This design comes from an exercise in tuning for small area on the open sky130 flow, not from production work.
Function was checked by simulation only, so behaviour that the tests miss may differ from the original.

run A:
Design cic, start of the top module:
module cic (
    i_clk,
    i_reset,
    i_data,
    i_ready,
    o_data,
    o_ready
    );
==> flow/config.mk <==
export PLATFORM = sky130hd
export DESIGN_NAME = cic
export DESIGN_NICKNAME = cic
export VERILOG_FILES = /design/flow/design.v
export SDC_FILE = /design/flow/constraint.sdc
export NUM_CORES = 4
export LEC_CHECK = 0
export ABC_AREA = 1
export CAP_MARGIN = 20
export CORE_MARGIN = 2
export CORE_UTILIZATION = 50
export CTS_BUF_LIST = sky130_fd_sc_hd__clkbuf_8
export CTS_CLUSTER_DIAMETER = 50
export CTS_CLUSTER_SIZE = 20
export SLEW_MARGIN = 20
export SYNTH_HIERARCHICAL = 1
==> flow/constraint.sdc <==
create_clock -name core_clock -period 36.0 [get_ports {i_clk}]
set_input_delay 7.2000 -clock core_clock [delete_from_list [all_inputs] [get_ports {i_clk}]]
set_output_delay 7.2000 -clock core_clock [all_outputs]
set_load 0.01 [all_outputs]
standard.sh (not shown) runs the stock make flow with config.mk's settings and CLKGATE_MAP_FILE= SYNTH_SCRIPT=/design/flow/synth_recipe.tcl, a recipe that flattens the netlist after the stock synthesis.
==> flow/flow/run.sh <==
#!/bin/bash
# The standard layout (standard.sh: the ORFS flow with the standard
# synthesis), with two changes made through ORFS's own variables:
#  - clock tree synthesis without dummy loads, with clkbuf_8 buffers;
#  - port buffers use buf_1 (every input and output still gets a buffer).
# The full make output goes to standard.log in the work folder; each
# tool's own log is under orfs/logs/.
set -euo pipefail
export CTS_ARGS="-sink_clustering_enable -repair_clock_nets -dont_use_dummy_load -sink_clustering_size 16 -sink_clustering_max_diameter 100 -buf_list sky130_fd_sc_hd__clkbuf_8"
export BUFFER_PORTS_ARGS="-buffer_cell sky130_fd_sc_hd__buf_1"
bash standard.sh > standard.log 2>&1
Input changes introduced in run B (baseline for comparison: run A):
Settings: swapping 20 for 25 in CTS_CLUSTER_SIZE; swapping 50 for 40 in CTS_CLUSTER_DIAMETER; putting PLACE_DENSITY at 0.8 where nothing was set; swapping 50 for 75 in CORE_UTILIZATION.
==> flow/run.sh (new file) <==
#!/bin/bash
# synth_recipe.tcl (not shown) runs the flow's synth.tcl, then flattens the netlist and writes it again
# the make line also repeats each setting of config.mk as NAME=value (left out here)
make -C /OpenROAD-flow-scripts/flow DESIGN_CONFIG=/design/flow/config.mk WORK_HOME=/design/flow/orfs CLKGATE_MAP_FILE= SYNTH_SCRIPT=/design/flow/synth_recipe.tcl finish
removed: flow/flow/run.sh
removed: flow/standard.sh
--- outcome ---
Setup slack on run B is down relative to run A.
As of run B, maximum operating frequency had fallen slightly compared to run A.
Run A ended up with met1 as its global-route layer with the greatest usage; run B ended up with met2.
Diff run A -> run B: worst hold slack -0.016 ns, placeable core region moved down, signed area change from the synthesized netlist to the final layout climbed 3.8 points.
Input-level comparison between run C and run B:
Settings: swapping 75 for 60 in CORE_UTILIZATION; swapping 25 for 20 in CTS_CLUSTER_SIZE; clearing PLACE_DENSITY, which used to be 0.8; swapping 40 for 50 in CTS_CLUSTER_DIAMETER.
==> flow/flow/run.sh (new file) <==
#!/bin/bash
# The standard layout (standard.sh: the ORFS flow with the standard
# synthesis), with two changes made through ORFS's own variables:
#  - clock tree synthesis without dummy loads, with clkbuf_8 buffers;
#  - port buffers use buf_1 (every input and output still gets a buffer).
# The full make output goes to standard.log in the work folder; each
# tool's own log is under orfs/logs/.
set -euo pipefail
export CTS_ARGS="-sink_clustering_enable -repair_clock_nets -dont_use_dummy_load -sink_clustering_size 18 -sink_clustering_max_diameter 100 -buf_list sky130_fd_sc_hd__clkbuf_8"
export BUFFER_PORTS_ARGS="-buffer_cell sky130_fd_sc_hd__buf_1"
bash standard.sh > standard.log 2>&1
==> flow/standard.sh (new file) <==
#!/bin/bash
# synth_recipe.tcl (not shown) runs the flow's synth.tcl, then flattens the netlist and writes it again
# the make line also repeats each setting of config.mk as NAME=value (left out here)
make -C /OpenROAD-flow-scripts/flow DESIGN_CONFIG=/design/flow/config.mk WORK_HOME=/design/flow/orfs CLKGATE_MAP_FILE= SYNTH_SCRIPT=/design/flow/synth_recipe.tcl "${@:-finish}"
removed: flow/run.sh
### Flow results
Run C | status: complete | timing, DRC, antenna: pass
Between run B and run C, final routed wire length divided by cell count decreased.
Reported for run C and run B, arithmetic-cell share of the synthesized area counting full adders, half adders and majority gates turned out identical to the last digit.
Comparing the two runs side by side, run C comes out behind run B on minimum clock period after layout.
In the tables for run C and run B, worst setup slack reads higher with run B.
When the final numbers for run C and run B were put side by side, the x dimension of the die turned out to be smaller in run B.
Modified inputs, run D compared to run C
--- a/flow/flow/run.sh
+++ b/flow/flow/run.sh
@@ -8,3 +8,3 @@
 set -euo pipefail
-export CTS_ARGS="-sink_clustering_enable -repair_clock_nets -dont_use_dummy_load -sink_clustering_size 18 -sink_clustering_max_diameter 100 -buf_list sky130_fd_sc_hd__clkbuf_8"
+export CTS_ARGS="-sink_clustering_enable -repair_clock_nets -dont_use_dummy_load -sink_clustering_size 10 -sink_clustering_max_diameter 30 -buf_list sky130_fd_sc_hd__clkbuf_4"
 export BUFFER_PORTS_ARGS="-buffer_cell sky130_fd_sc_hd__buf_1"
- Compared with run C, run D shows worst setup slack higher by 0.38 ns.
- Wire: run D routes more than run C
- NOTE fmax run C->run D increased slightly
- Summary — fraction of area in registers, run D relative to run C: lower, by 0.87 points.
- Of run D and run C, the run reporting the higher signed area change from the synthesized netlist to the final layout was run D.

[afterwards: timing with drivers on the ports]
The flow's constraints put no driver on any port. The routed layouts listed below were extracted and timed again, unchanged, in two steps. Step 1 assumes that a clkbuf_16 drives the clock port and a buf_2 every other input. Step 2 adds t to the input delays and takes it off the output delays; t is the mean of the earliest and latest rising clock arrival at the registers after step 1. Input paths then give back, and output paths get back, about the clock's delay inside the block. Slacks: no drivers / after step 1 / after step 2; pairs: no drivers / after step 1.
run | t (ns) | setup slack, ns | worst register clock-pin slew, ns | worst slew at a driven data input, ns | cell pins on the clock port's net
run A | 0.777 | 6.903 / 6.938 / 6.161 | 0.10 / 0.10 | 0.12 | 1
run B | 0.877 | 6.385 / 6.370 / 5.494 | 0.13 / 0.13 | 0.08 | 1
run C | 0.796 | 6.168 / 6.205 / 5.409 | 0.12 / 0.12 | 0.15 | 1
run D | 1.166 | 6.548 / 6.587 / 5.421 | 0.10 / 0.10 | 0.14 | 1
After both steps setup and hold are still met in every run listed. For run D, which loses most, drivers alone change the setup slack by +0.039 ns; drivers and shift together by -1.127 ns.
